Context: an optimization exercise on an open-source flow, tuned for a short achievable clock period and few clock cycles. The choices shown serve that exercise and are no tape-out recipe. In this exercise RTL edits were held to simulation tests only and were not proved equivalent to the original.

==> flow/design.v <==
`timescale 1ns / 1ps
module ALU(
    input  [15:0] A,
    input  [15:0] B,
    input  [6:0]  op,    
    output reg [15:0] result,
    output reg [15:0] hi,
    output reg [15:0] lo,
    output reg        zero_flag,
    output reg        sign_flag
);
    wire [3:0] opcode = op[6:3];
    wire [2:0] funct  = op[2:0];
    function automatic [15:0] ror16(input [15:0] value, input [3:0] shamt);
        ror16 = (shamt == 0) ? value : ((value >> shamt) | (value << (16 - shamt)));
    endfunction
    function automatic [15:0] rol16(input [15:0] value, input [3:0] shamt);
        rol16 = (shamt == 0) ? value : ((value << shamt) | (value >> (16 - shamt)));
    endfunction
    always @(*) begin
        hi = 16'b0;
        lo = 16'b0;
        result = 16'b0;
        case (opcode)
            4'b0000: begin   
                case (funct)
                    3'b000: result = A + B;                          
                    3'b001: result = A - B;                          
                    3'b010: {hi, lo} = A * B;                        
                    3'b011: if (B != 0) begin                        
                                 lo = A / B;
                                 hi = A % B;
                             end
                    3'b100: result = A & B;                          
                    3'b101: result = A | B;                          
                    3'b110: result = ~(A | B);                       
                    3'b111: result = A ^ B;                          
                endcase
            end
            4'b0001: begin   
                case (funct)
                    3'b000: result = $signed(A) + $signed(B);         
                    3'b001: result = $signed(A) - $signed(B);         
                    3'b010: {hi, lo} = $signed(A) * $signed(B);       
                    3'b011: if (B != 0) begin                         
                                 lo = $signed(A) / $signed(B);
                                 hi = $signed(A) % $signed(B);
                             end
                    3'b100: result = ($signed(A) < $signed(B));       
                    3'b101: result = (A == B);                        
                    3'b110: result = (A < B);                         
                    3'b111: result = A;                               
                endcase
            end
            4'b0010: begin   
                case (funct)
                    3'b000: result = B >> A[3:0];                     
                    3'b001: result = B << A[3:0];                     
                    3'b010: result = ror16(B, A[3:0]);                
                    3'b011: result = rol16(B, A[3:0]);                
                    default: result = 16'b0;
                endcase
            end
            4'b0011: result = $signed(A) + $signed(B);                
            4'b0100: result = ($signed(A) < $signed(B));              
            4'b0101: result = (A != B) ? 16'h0001 : 16'h0000;         
            4'b0110: result = ($signed(A) > 0) ? 16'h0001 : 16'h0000; 
            4'b1000,
            4'b1001: result = A + B;                                  
            default: result = A + B;
        endcase
        zero_flag = (result == 16'b0);
        sign_flag = result[15];
    end
endmodule
`timescale 1ns / 1ps
module ControlUnit(
    input  [15:0] instruction,
    output reg [6:0] alu_op,
    output reg       reg_write,
    output reg       mem_read,
    output reg       mem_write,
    output reg       branch_bneq,
    output reg       branch_bgtz,
    output reg       jump_abs,
    output reg       jump_reg,
    output reg [1:0] alu_src,
    output reg       mem_to_reg,
    output reg       mtsr_write,
    output reg [2:0] special_sel,
    output reg       mfsr_read,
    output reg       rd_is_dest,
    output reg       halt
);
    wire [3:0] opcode = instruction[15:12];
    wire [2:0] funct  = instruction[2:0];
    always @(*) begin
        alu_op       = 7'b0;
        reg_write    = 1'b0;
        mem_read     = 1'b0;
        mem_write    = 1'b0;
        branch_bneq  = 1'b0;
        branch_bgtz  = 1'b0;
        jump_abs     = 1'b0;
        jump_reg     = 1'b0;
        alu_src      = 2'b00;   
        mem_to_reg   = 1'b0;
        mtsr_write   = 1'b0;
        special_sel  = 3'b000;
        mfsr_read    = 1'b0;
        rd_is_dest   = 1'b1;
        halt         = 1'b0;
        case (opcode)
            4'b0000,
            4'b0001,
            4'b0010: begin
                alu_op     = {opcode, funct};
                reg_write  = (opcode != 4'b0001 || funct != 3'b111);   
                rd_is_dest = 1'b1;
                jump_reg   = (opcode == 4'b0001 && funct == 3'b111);
            end
            4'b0011,
            4'b0100: begin
                alu_op     = {opcode, 3'b000};
                reg_write  = 1'b1;
                rd_is_dest = 1'b0;      
                alu_src    = 2'b01;
            end
            4'b0101: begin
                alu_op      = {opcode, 3'b000};
                branch_bneq = 1'b1;
                rd_is_dest  = 1'b0;
            end
            4'b0110: begin
                alu_op      = {opcode, 3'b000};
                branch_bgtz = 1'b1;
                alu_src     = 2'b10;  
                rd_is_dest  = 1'b0;
            end
            4'b0111: begin
                jump_abs = 1'b1;
                rd_is_dest = 1'b0;
            end
            4'b1000: begin
                alu_op     = {opcode, 3'b000};
                mem_read   = 1'b1;
                mem_to_reg = 1'b1;
                reg_write  = 1'b1;
                rd_is_dest = 1'b0;    
                alu_src    = 2'b01;
            end
            4'b1001: begin
                alu_op     = {opcode, 3'b000};
                mem_write  = 1'b1;
                rd_is_dest = 1'b0;
                alu_src    = 2'b01;
            end
            4'b1010: begin
                reg_write   = 1'b1;
                rd_is_dest  = 1'b1;
                mfsr_read   = 1'b1;
                special_sel = funct;
            end
            4'b1011: begin
                mtsr_write  = 1'b1;
                rd_is_dest  = 1'b0;
                special_sel = funct;
            end
            4'b1111: begin
                halt = 1'b1;
            end
        endcase
    end
endmodule
`timescale 1ns / 1ps
module RegisterFile(
    input        clk,
    input        reset,
    input  [2:0] rs_addr,
    input  [2:0] rt_addr,
    input  [2:0] rd_addr,
    input        rd_write_en,
    input  [15:0] rd_write_data,
    input        mtsr_write_en,
    input  [2:0] mtsr_sel,
    input  [15:0] mtsr_data,
    input        hi_we,
    input        lo_we,
    input  [15:0] hi_data,
    input  [15:0] lo_data,
    input  [2:0]  special_sel,
    input  [15:0] pc_value,
    output [15:0] rs_data,
    output [15:0] rt_data,
    output reg [15:0] special_read_data
);
    reg [15:0] gpr [0:7];
    reg [15:0] ra_reg;
    reg [15:0] at_reg;
    reg [15:0] hi_reg;
    reg [15:0] lo_reg;
    integer i;
    always @(posedge clk or posedge reset) begin
        if (reset) begin
            for (i = 0; i < 8; i = i + 1) begin
                gpr[i] <= 16'h0000;
            end
            ra_reg <= 16'h0000;
            at_reg <= 16'h0000;
            hi_reg <= 16'h0000;
            lo_reg <= 16'h0000;
        end else begin
            if (rd_write_en && (rd_addr != 3'b000)) begin
                gpr[rd_addr] <= rd_write_data;
            end
            if (mtsr_write_en) begin
                case (mtsr_sel)
                    3'b010: ra_reg <= mtsr_data;
                    3'b011: at_reg <= mtsr_data;
                    3'b100: hi_reg <= mtsr_data;
                    3'b101: lo_reg <= mtsr_data;
                    default: ;
                endcase
            end
            if (hi_we) begin
                hi_reg <= hi_data;
            end
            if (lo_we) begin
                lo_reg <= lo_data;
            end
        end
    end
    assign rs_data = (rs_addr == 3'b000) ? 16'h0000 :
                     (rd_write_en && rd_addr == rs_addr) ? rd_write_data : gpr[rs_addr];
    assign rt_data = (rt_addr == 3'b000) ? 16'h0000 :
                     (rd_write_en && rd_addr == rt_addr) ? rd_write_data : gpr[rt_addr];
    always @(*) begin
        case (special_sel)
            3'b000: special_read_data = 16'h0000;      
            3'b001: special_read_data = pc_value;      
            3'b010: special_read_data = ra_reg;
            3'b011: special_read_data = at_reg;
            3'b100: special_read_data = hi_reg;
            3'b101: special_read_data = lo_reg;
            default: special_read_data = 16'h0000;
        endcase
    end
endmodule
`timescale 1ns / 1ps
module Datapath(
    input         clk,
    input         reset,
    input  [15:0] instruction,
    input  [6:0]  alu_op,
    input         reg_write,
    input         mem_read,
    input         mem_write,
    input         branch_bneq,
    input         branch_bgtz,
    input         jump_abs,
    input         jump_reg,
    input  [1:0]  alu_src,
    input         mem_to_reg,
    input         mtsr_write,
    input         mfsr_read,
    input  [2:0]  special_sel,
    input         rd_is_dest,
    input         halt_decode,
    output [15:0] dmem_addr,
    output [15:0] dmem_wdata,
    output        dmem_we,
    output        dmem_re,
    input  [15:0] dmem_rdata,
    output [15:0] id_instruction,
    output [15:0] pc_out,
    output        halt
);
    reg [15:0] pc_q;
    reg [15:0] IF_ID_instr;
    reg [15:0] IF_ID_pc_plus2;
    wire [15:0] pc_plus2 = pc_q + 16'd2;
    reg [3:0]  ID_EX_opcode;
    reg [2:0]  ID_EX_funct;
    reg [2:0]  ID_EX_rs_addr;
    reg [2:0]  ID_EX_rt_addr;
    reg [2:0]  ID_EX_rd_addr;
    reg [2:0]  ID_EX_dest_addr;
    reg [5:0]  ID_EX_imm6;
    reg [11:0] ID_EX_jump_addr;
    reg [15:0] ID_EX_rs_data;
    reg [15:0] ID_EX_rt_data;
    reg [6:0]  ID_EX_alu_op;
    reg [1:0]  ID_EX_alu_src;
    reg        ID_EX_reg_write;
    reg        ID_EX_mem_read;
    reg        ID_EX_mem_write;
    reg        ID_EX_branch_bneq;
    reg        ID_EX_branch_bgtz;
    reg        ID_EX_jump_abs;
    reg        ID_EX_jump_reg;
    reg        ID_EX_mem_to_reg;
    reg        ID_EX_mtsr_write;
    reg        ID_EX_mfsr_read;
    reg [2:0]  ID_EX_special_sel;
    reg [15:0] ID_EX_pc_plus2;
    reg        ID_EX_halt;
    reg [15:0] EX_MEM_result;
    reg [15:0] EX_MEM_rt_data;
    reg [2:0]  EX_MEM_dest_addr;
    reg        EX_MEM_reg_write;
    reg        EX_MEM_mem_read;
    reg        EX_MEM_mem_write;
    reg        EX_MEM_mem_to_reg;
    reg        EX_MEM_mtsr_write;
    reg [2:0]  EX_MEM_special_sel;
    reg [15:0] EX_MEM_special_bus;
    reg [15:0] MEM_WB_result;
    reg [15:0] MEM_WB_mem_data;
    reg [2:0]  MEM_WB_dest_addr;
    reg        MEM_WB_reg_write;
    reg        MEM_WB_mem_to_reg;
    reg        MEM_WB_mtsr_write;
    reg [2:0]  MEM_WB_special_sel;
    reg [15:0] MEM_WB_special_bus;
    wire [3:0] opcode_if = IF_ID_instr[15:12];
    wire [2:0] rs_if     = IF_ID_instr[11:9];
    wire [2:0] rt_if     = IF_ID_instr[8:6];
    wire [2:0] rd_if     = IF_ID_instr[5:3];
    wire [2:0] funct_if  = IF_ID_instr[2:0];
    wire [5:0] imm6_if   = IF_ID_instr[5:0];
    wire [11:0] jump_addr_if = IF_ID_instr[11:0];
    wire [15:0] rs_data;
    wire [15:0] rt_data;
    wire [15:0] special_read_data;
    wire [15:0] data_mem_rdata = dmem_rdata;
    wire [15:0] wb_data = MEM_WB_mem_to_reg ? MEM_WB_mem_data : MEM_WB_result;
    wire [15:0] forward_from_ex = EX_MEM_result;
    wire [15:0] forward_from_wb = wb_data;
    wire hit_ex_a = EX_MEM_reg_write && (EX_MEM_dest_addr == ID_EX_rs_addr) && (EX_MEM_dest_addr != 3'b000);
    wire hit_wb_a = MEM_WB_reg_write && (MEM_WB_dest_addr == ID_EX_rs_addr) && (MEM_WB_dest_addr != 3'b000);
    wire hit_ex_b = EX_MEM_reg_write && (EX_MEM_dest_addr == ID_EX_rt_addr) && (EX_MEM_dest_addr != 3'b000);
    wire hit_wb_b = MEM_WB_reg_write && (MEM_WB_dest_addr == ID_EX_rt_addr) && (MEM_WB_dest_addr != 3'b000);
    wire [15:0] alu_a =
        hit_ex_a ? forward_from_ex :
        hit_wb_a ? forward_from_wb :
        ID_EX_rs_data;
    wire [15:0] rt_forward =
        hit_ex_b ? forward_from_ex :
        hit_wb_b ? forward_from_wb :
        ID_EX_rt_data;
    wire [15:0] imm_ext = {{10{ID_EX_imm6[5]}}, ID_EX_imm6};
    wire [15:0] alu_b =
        (ID_EX_alu_src == 2'b00) ? rt_forward :
        (ID_EX_alu_src == 2'b01) ? imm_ext :
                                   16'h0000;   
    wire [15:0] alu_result;
    wire [15:0] alu_hi;
    wire [15:0] alu_lo;
    wire        zero_flag;
    wire        sign_flag;
    ALU alu_inst(
        .A(alu_a),
        .B(alu_b),
        .op(ID_EX_alu_op),
        .result(alu_result),
        .hi(alu_hi),
        .lo(alu_lo),
        .zero_flag(zero_flag),
        .sign_flag(sign_flag)
    );
    wire branch_taken = (ID_EX_branch_bneq && alu_result[0]) ||
                        (ID_EX_branch_bgtz && alu_result[0]);
    wire jump_taken   = ID_EX_jump_abs;
    wire jr_taken     = ID_EX_jump_reg;
    wire flush_pipe   = branch_taken || jump_taken || jr_taken || ID_EX_halt;
    wire [15:0] branch_target = ID_EX_pc_plus2 + {{9{ID_EX_imm6[5]}}, ID_EX_imm6, 1'b0};
    wire [15:0] jump_target   = {ID_EX_pc_plus2[15:13], ID_EX_jump_addr, 1'b0};
    wire [15:0] jr_target     = alu_a;
    wire [15:0] next_pc_seq = pc_plus2;
    wire [15:0] pc_next =
        jr_taken     ? jr_target   :
        jump_taken   ? jump_target :
        branch_taken ? branch_target :
                       next_pc_seq;
    wire load_stall = ID_EX_mem_read &&
                      ((ID_EX_dest_addr == rs_if) ||
                       (ID_EX_dest_addr == rt_if));
    reg halt_latched;
    always @(posedge clk or posedge reset) begin
        if (reset) begin
            pc_q              <= 16'h0000;
            IF_ID_instr       <= 16'h0000;
            IF_ID_pc_plus2    <= 16'h0000;
            ID_EX_opcode      <= 4'b0000;
            ID_EX_funct       <= 3'b000;
            ID_EX_rs_addr     <= 3'b000;
            ID_EX_rt_addr     <= 3'b000;
            ID_EX_rd_addr     <= 3'b000;
            ID_EX_dest_addr   <= 3'b000;
            ID_EX_imm6        <= 6'b000000;
            ID_EX_jump_addr   <= 12'h000;
            ID_EX_rs_data     <= 16'h0000;
            ID_EX_rt_data     <= 16'h0000;
            ID_EX_alu_op      <= 6'b000000;
            ID_EX_alu_src     <= 2'b00;
            ID_EX_reg_write   <= 1'b0;
            ID_EX_mem_read    <= 1'b0;
            ID_EX_mem_write   <= 1'b0;
            ID_EX_branch_bneq <= 1'b0;
            ID_EX_branch_bgtz <= 1'b0;
            ID_EX_jump_abs    <= 1'b0;
            ID_EX_jump_reg    <= 1'b0;
            ID_EX_mem_to_reg  <= 1'b0;
            ID_EX_mtsr_write  <= 1'b0;
            ID_EX_mfsr_read   <= 1'b0;
            ID_EX_special_sel <= 3'b000;
            ID_EX_pc_plus2    <= 16'h0000;
            ID_EX_halt        <= 1'b0;
            EX_MEM_result     <= 16'h0000;
            EX_MEM_rt_data    <= 16'h0000;
            EX_MEM_dest_addr  <= 3'b000;
            EX_MEM_reg_write  <= 1'b0;
            EX_MEM_mem_read   <= 1'b0;
            EX_MEM_mem_write  <= 1'b0;
            EX_MEM_mem_to_reg <= 1'b0;
            EX_MEM_mtsr_write <= 1'b0;
            EX_MEM_special_sel<= 3'b000;
            EX_MEM_special_bus<= 16'h0000;
            MEM_WB_result     <= 16'h0000;
            MEM_WB_mem_data   <= 16'h0000;
            MEM_WB_dest_addr  <= 3'b000;
            MEM_WB_reg_write  <= 1'b0;
            MEM_WB_mem_to_reg <= 1'b0;
            MEM_WB_mtsr_write <= 1'b0;
            MEM_WB_special_sel<= 3'b000;
            MEM_WB_special_bus<= 16'h0000;
            halt_latched      <= 1'b0;
        end else begin
            if (!halt_latched && !load_stall) begin
                pc_q <= pc_next;
            end
            if (!load_stall && !halt_latched) begin
                IF_ID_instr    <= flush_pipe ? 16'h0000 : instruction;
                IF_ID_pc_plus2 <= pc_plus2;
            end
            if (load_stall || flush_pipe || halt_latched) begin
                ID_EX_opcode      <= 4'b0000;
                ID_EX_funct       <= 3'b000;
                ID_EX_reg_write   <= 1'b0;
                ID_EX_mem_read    <= 1'b0;
                ID_EX_mem_write   <= 1'b0;
                ID_EX_branch_bneq <= 1'b0;
                ID_EX_branch_bgtz <= 1'b0;
                ID_EX_jump_abs    <= 1'b0;
                ID_EX_jump_reg    <= 1'b0;
                ID_EX_mem_to_reg  <= 1'b0;
                ID_EX_mtsr_write  <= 1'b0;
                ID_EX_mfsr_read   <= 1'b0;
                ID_EX_halt        <= 1'b0;
            end else begin
                ID_EX_opcode      <= opcode_if;
                ID_EX_funct       <= funct_if;
                ID_EX_rs_addr     <= rs_if;
                ID_EX_rt_addr     <= rt_if;
                ID_EX_rd_addr     <= rd_if;
                ID_EX_dest_addr   <= rd_is_dest ? rd_if : rt_if;
                ID_EX_rs_data     <= rs_data;
                ID_EX_rt_data     <= rt_data;
                ID_EX_imm6        <= imm6_if;
                ID_EX_jump_addr   <= jump_addr_if;
                ID_EX_alu_op      <= alu_op;
                ID_EX_alu_src     <= alu_src;
                ID_EX_reg_write   <= reg_write;
                ID_EX_mem_read    <= mem_read;
                ID_EX_mem_write   <= mem_write;
                ID_EX_branch_bneq <= branch_bneq;
                ID_EX_branch_bgtz <= branch_bgtz;
                ID_EX_jump_abs    <= jump_abs;
                ID_EX_jump_reg    <= jump_reg;
                ID_EX_mem_to_reg  <= mem_to_reg;
                ID_EX_mtsr_write  <= mtsr_write;
                ID_EX_mfsr_read   <= mfsr_read;
                ID_EX_special_sel <= special_sel;
                ID_EX_pc_plus2    <= IF_ID_pc_plus2;
                ID_EX_halt        <= halt_decode;
            end
            EX_MEM_result      <= ID_EX_mfsr_read ? special_read_data : alu_result;
            EX_MEM_rt_data     <= rt_forward;
            EX_MEM_dest_addr   <= ID_EX_dest_addr;
            EX_MEM_reg_write   <= ID_EX_reg_write;
            EX_MEM_mem_read    <= ID_EX_mem_read;
            EX_MEM_mem_write   <= ID_EX_mem_write;
            EX_MEM_mem_to_reg  <= ID_EX_mem_to_reg;
            EX_MEM_mtsr_write  <= ID_EX_mtsr_write;
            EX_MEM_special_sel <= ID_EX_special_sel;
            EX_MEM_special_bus <= rt_forward;
            MEM_WB_result      <= EX_MEM_result;
            MEM_WB_mem_data    <= data_mem_rdata;
            MEM_WB_dest_addr   <= EX_MEM_dest_addr;
            MEM_WB_reg_write   <= EX_MEM_reg_write;
            MEM_WB_mem_to_reg  <= EX_MEM_mem_to_reg;
            MEM_WB_mtsr_write  <= EX_MEM_mtsr_write;
            MEM_WB_special_sel <= EX_MEM_special_sel;
            MEM_WB_special_bus <= EX_MEM_special_bus;
            if (!halt_latched && ID_EX_halt) begin
                halt_latched <= 1'b1;
            end
        end
    end
    assign dmem_addr  = EX_MEM_result;
    assign dmem_wdata = EX_MEM_rt_data;
    assign dmem_we    = EX_MEM_mem_write;
    assign dmem_re    = EX_MEM_mem_read;
    wire ex_is_mul = (ID_EX_opcode == 4'b0000 || ID_EX_opcode == 4'b0001) && (ID_EX_funct == 3'b010);
    wire ex_is_div = (ID_EX_opcode == 4'b0000 || ID_EX_opcode == 4'b0001) && (ID_EX_funct == 3'b011);
    wire hi_lo_we  = ex_is_mul || ex_is_div;
    RegisterFile rf_inst(
        .clk(clk),
        .reset(reset),
        .rs_addr(rs_if),
        .rt_addr(rt_if),
        .rd_addr(MEM_WB_dest_addr),
        .rd_write_en(MEM_WB_reg_write),
        .rd_write_data(wb_data),
        .mtsr_write_en(ID_EX_mtsr_write),
        .mtsr_sel(ID_EX_special_sel),
        .mtsr_data(rt_forward),
        .hi_we(hi_lo_we),
        .lo_we(hi_lo_we),
        .hi_data(alu_hi),
        .lo_data(alu_lo),
        .special_sel(ID_EX_special_sel),
        .pc_value(ID_EX_pc_plus2),
        .rs_data(rs_data),
        .rt_data(rt_data),
        .special_read_data(special_read_data)
    );
    assign id_instruction = IF_ID_instr;
    assign pc_out = pc_q;
    assign halt   = halt_latched;
endmodule
`timescale 1ns / 1ps
module CPU (
    input         clk,
    input         reset,
    output [15:0] imem_addr,
    input  [15:0] imem_data,
    output [15:0] dmem_addr,
    output [15:0] dmem_wdata,
    output        dmem_we,
    output        dmem_re,
    input  [15:0] dmem_rdata,
    output        halt
);
    wire [15:0] pc;
    wire [15:0] id_instruction;
    wire [6:0] alu_op;
    wire       reg_write;
    wire       mem_read;
    wire       mem_write;
    wire       branch_bneq;
    wire       branch_bgtz;
    wire       jump_abs;
    wire       jump_reg;
    wire [1:0] alu_src;
    wire       mem_to_reg;
    wire       mtsr_write;
    wire       mfsr_read;
    wire [2:0] special_sel;
    wire       rd_is_dest;
    wire       halt_decode;
    assign imem_addr = pc;
    ControlUnit cu(
        .instruction(id_instruction),
        .alu_op(alu_op),
        .reg_write(reg_write),
        .mem_read(mem_read),
        .mem_write(mem_write),
        .branch_bneq(branch_bneq),
        .branch_bgtz(branch_bgtz),
        .jump_abs(jump_abs),
        .jump_reg(jump_reg),
        .alu_src(alu_src),
        .mem_to_reg(mem_to_reg),
        .mtsr_write(mtsr_write),
        .special_sel(special_sel),
        .mfsr_read(mfsr_read),
        .rd_is_dest(rd_is_dest),
        .halt(halt_decode)
    );
    Datapath dp(
        .clk(clk),
        .reset(reset),
        .instruction(imem_data),
        .alu_op(alu_op),
        .reg_write(reg_write),
        .mem_read(mem_read),
        .mem_write(mem_write),
        .branch_bneq(branch_bneq),
        .branch_bgtz(branch_bgtz),
        .jump_abs(jump_abs),
        .jump_reg(jump_reg),
        .alu_src(alu_src),
        .mem_to_reg(mem_to_reg),
        .mtsr_write(mtsr_write),
        .mfsr_read(mfsr_read),
        .special_sel(special_sel),
        .rd_is_dest(rd_is_dest),
        .halt_decode(halt_decode),
        .dmem_addr(dmem_addr),
        .dmem_wdata(dmem_wdata),
        .dmem_we(dmem_we),
        .dmem_re(dmem_re),
        .dmem_rdata(dmem_rdata),
        .id_instruction(id_instruction),
        .pc_out(pc),
        .halt(halt)
    );
endmodule
==> flow/run.sh <==
#!/bin/bash
# synth_recipe.tcl (not shown) runs the flow's synth.tcl, then flattens the netlist and writes it again
# the make line also repeats each setting of config.mk as NAME=value (left out here)
make -C /OpenROAD-flow-scripts/flow DESIGN_CONFIG=/design/flow/config.mk WORK_HOME=/design/flow/orfs CLKGATE_MAP_FILE= SYNTH_SCRIPT=/design/flow/synth_recipe.tcl finish
==> flow/config.mk <==
export PLATFORM = sky130hd
export DESIGN_NAME = CPU
export DESIGN_NICKNAME = CPU
export VERILOG_FILES = /design/flow/design.v
export SDC_FILE = /design/flow/constraint.sdc
export NUM_CORES = 4
export LEC_CHECK = 0
export CAP_MARGIN = 20
export CORE_MARGIN = 2
export CORE_UTILIZATION = 40
export SLEW_MARGIN = 20
==> flow/constraint.sdc <==
create_clock -name core_clock -period 35.0 [get_ports {clk}]
set_input_delay 7.0000 -clock core_clock [delete_from_list [all_inputs] [get_ports {clk}]]
set_output_delay 7.0000 -clock core_clock [all_outputs]
set_load 0.01 [all_outputs]
==> summary.txt <==
## Yosys cell counts (39+ instances only)
| master | count |
|---|---|
| nand3_1 | 113 |
| o21a_1 | 145 |
| nor2_1 | 650 |
| buf_2 | 41 |
| a21o_1 | 104 |
| o22ai_1 | 71 |
| a21oi_1 | 431 |
| xnor2_1 | 217 |
| buf_1 | 46 |
| a211oi_1 | 79 |
| dfrtp_1 | 390 |
| xor2_1 | 78 |
| nand2_1 | 824 |
| fa_1 | 371 |
| or3_1 | 67 |
| mux2_2 | 77 |
| o21ai_0 | 506 |
| nand2b_1 | 45 |
| ha_1 | 498 |
| o211ai_1 | 68 |
| clkbuf_1 | 293 |
| inv_1 | 563 |
| and3_1 | 39 |
| a31oi_1 | 80 |
| a22oi_1 | 49 |
| nor2b_1 | 44 |
| nor3_1 | 180 |
| mux2i_1 | 159 |
## timing repair
| action | 4_1_cts | 5_1_grt |
|---|---|---|
| cloned | 0 | 2 |
| setup buffers | 6 | 45 |
| resized for setup | 36 | 277 |
| pin swaps | 5 | 79 |
| setup endpoints to repair | 31 | 32 |
## layout make-up
cell class | count | area share
Multi-Input combinational cell | 5581 | 0.683
Sequential cell | 390 | 0.154
Timing Repair Buffer | 538 | 0.0690
Tap cell | 1794 | 0.0353
Inverter | 579 | 0.0343
Clock buffer | 67 | 0.0209
Clock inverter | 18 | 0.00399
## path summary, 6_finish.rpt
path	startpoint	end	slack [ns]	cells after the start
max	dp.EX_MEM_dest_addr[2]	dp.rf_inst.hi_reg[14]	1.35	177
min	dp.ID_EX_reg_write	dp.EX_MEM_reg_write	0.35	0
max reg2reg	dp.EX_MEM_dest_addr[2]	dp.rf_inst.hi_reg[14]	1.35	177
min reg2reg	dp.ID_EX_reg_write	dp.EX_MEM_reg_write	0.35	0
max in group asynchronous	reset	dp.ID_EX_rt_data[5]	25.95	4
min in group asynchronous	reset	dp.ID_EX_dest_addr[0]	6.90	2
## layer usage
| metal | GRT usage | vias to the layer above | routed length, um |
|---|---|---|---|
| met5 | 0 | - | 94 |
| met4 | 0.172 | 14 | 15600 |
| met3 | 0.0629 | 737 | 24100 |
| met2 | 0.506 | 3028 | 103000 |
| met1 | 0.444 | 27200 | 96800 |
| li1 | - | 24900 | - |
## logic make-up (layout without fill, tap and decap cells)
family                   after synthesis  count (layout)  share of synthesized area
AO/OA/AOI/OAI                       2007            2007                      0.238
XOR/XNOR                             295             295                     0.0466
adder cells (fa/ha/maj)              869             869                      0.246
buffers and inverters                968            1202                     0.0672
flip-flops                           390             390                      0.176
multiplexers                         259             259                     0.0537
AND/OR/NAND/NOR                     2151            2151                      0.173
## placed cells by master, fill, tap and decap left out, types with 46 or more instances in the layout
cell type,instances
mux2i_1,147
clkdlybuf4s50_1,84
clkbuf_16,46
ha_1,487
o21ai_0,464
a211oi_1,69
nand2_1,818
a21o_1,101
buf_4,433
o22ai_1,69
mux2_2,77
dfrtp_1,377
nor3_1,162
nor2_1,638
o211ai_1,68
a21oi_1,400
xnor2_1,206
or3_1,60
o21a_1,139
inv_1,558
xor2_1,75
nand3_1,108
fa_1,370
a31oi_1,72
a22oi_1,48
## metrics by stage
| stage | instances | area, sq um |
|---|---|---|
| 6_report | 8967 | 63600 |
| 5_1_grt | 8967 | 63600 |
| 4_1_cts | 8919 | 62100 |
| 3_5_place_dp | 8828 | 60300 |
| 3_3_place_gp | 8828 | 60300 |
| 2_1_floorplan | 6939 | 55500 |
==> impl_metrics.yaml <==
drt:
  route.detailed.wl_per_inst_um: 26.7
  viasPerCell: 6.24
  drt_wl_total_mm: 240
  drcViolationCount: 0
  num_vias: 55900
  drtIter0Drc: 6801
  dr.pass1.iters: 6
  ant_nets: 0
clock_tree:
  worstSkewPairLatency_ns: 0.61
  cts_tree: "built"
  cts.sink_count: 390
  max-clock-path-buffers: 3
  hold_buffers: 0
  cts_root_buf: "clkbuf_16"
  cts_buffers: 46
  cts_max_level: 2
  clk_pin_slew_ns: 0.06
job:
  maxCapViolCount: 0
synthesis:
  synthFlopType: "dfrtp_1"
  syn-num-nets: 7842
  yosysSeqAreaShare: 0.176
  synth_edf_count: 0
  synth_cell_types: 108
  yosysTopAreaCellShare: 0.176
  netlist_instances: 6939
  syn_avg_cell_area_sq_um: 8.00
  ys_warn_count: 5
  synth-seq-cells: 390
  ys_top_cells_by_area: "dfrtp_1, fa_1, ha_1, nand2_1, o21ai_0"
  synth_area_leader_cell: "dfrtp_1"
  async_reset_ff_frac: 1.00
  synth.cell_area_sq_um: 55500
worst_setup_path:
  crit_buf_inv: 17
  crit_fanout: 24
  required_ns: 35.47
  critPathSlowestCell: "o211ai_1"
  cpPeakStageDelay_ns: 0.61
  crit_type: "register to register"
  critical-path-top-delay-family: "compound AO/OA/AOI/OAI gates"
  cp-end-kind: "register"
  cp-start-kind: "register"
  crit_arrival_ns: 34.12
cells_and_area:
  layout.nets: 8039
  finish.utilization: 0.463
  fillCellCount: 13600
  antenna_cells: 0
  multi_input_area_sq_um: 43400
  drive_above_1_share: 0.135
  area_growth_syn_to_layout_pct: 14.6
  regArea_sq_um: 9780
  largest_reg_flops: 112
  top_register: "dp.rf_inst.gpr"
grt:
  antenna_found_initial: 7
  grt_pass1_wl_mm: 355
  grt.total_usage: 0.331
  grt_overflow: 0
  grt_max_degree: 184
  grt_pass1_vias: 53900
floorplan:
  dieArea_sq_um: 142000
  pin_count: 85
  fp.dieH_um: 376
  initial_core_util: 0.404
  die_w_um: 376
  core_sq_um: 137000
  num_rows: 136
sta:
  layout_min_cycle_time_ns: 33.65
  slew_violations: 0
  setup_viol: 0
  fin_tns_setup_ns: 0
  worst_pin_slew_ns: 1.19
  timing.final.crit_share: 0.962
  max-slew-margin-rel: 0.208
  fin_worst_skew_ns: 0.0418
  hold_violations: 0
  fmaxAchievable_mhz: 29.7
  hold_ws_ns: 0.352
  timing.final.ws_setup_ns: 1.35
hold_path:
  hp-class: "register to register"
placement:
  dp_slack_ns: -1.13
  globalplace.congestion: 1.02
  port_buffers: 84
  dp_hpwl_mm: 183
outcome:
  status: "no timing/DRC/antenna violations"
Testbench counts, summed over its fixed seeds: cycles 214,151.

separate check: timing with driven ports:
No port has a modelled driver above. Below, the same layout with a new extraction and two added sets of constraints.
Step 1 assumes that a clkbuf_16 drives the clock port and a buf_2 every other input.
Step 2, shift: input delay + t, output delay - t, t = (earliest + latest rising clock arrival at the registers) / 2. This alone moves slack from input paths to output paths.
Slacks: ideal / step 1 / step 2; pairs: ideal / step 1.
t, ns: 0.647
slack for setup (ns): 1.347 / 1.347 / 1.347
latest minus earliest clock arrival (ns): 0.042 / 0.042
slew at the worst register clock pin (ns): 0.06 / 0.06
pins driven straight from the clock port: 1
After both steps setup and hold are still met in this run. The setup slack of this run moves by 0.000 ns with the drivers and by 0.000 ns with both steps.
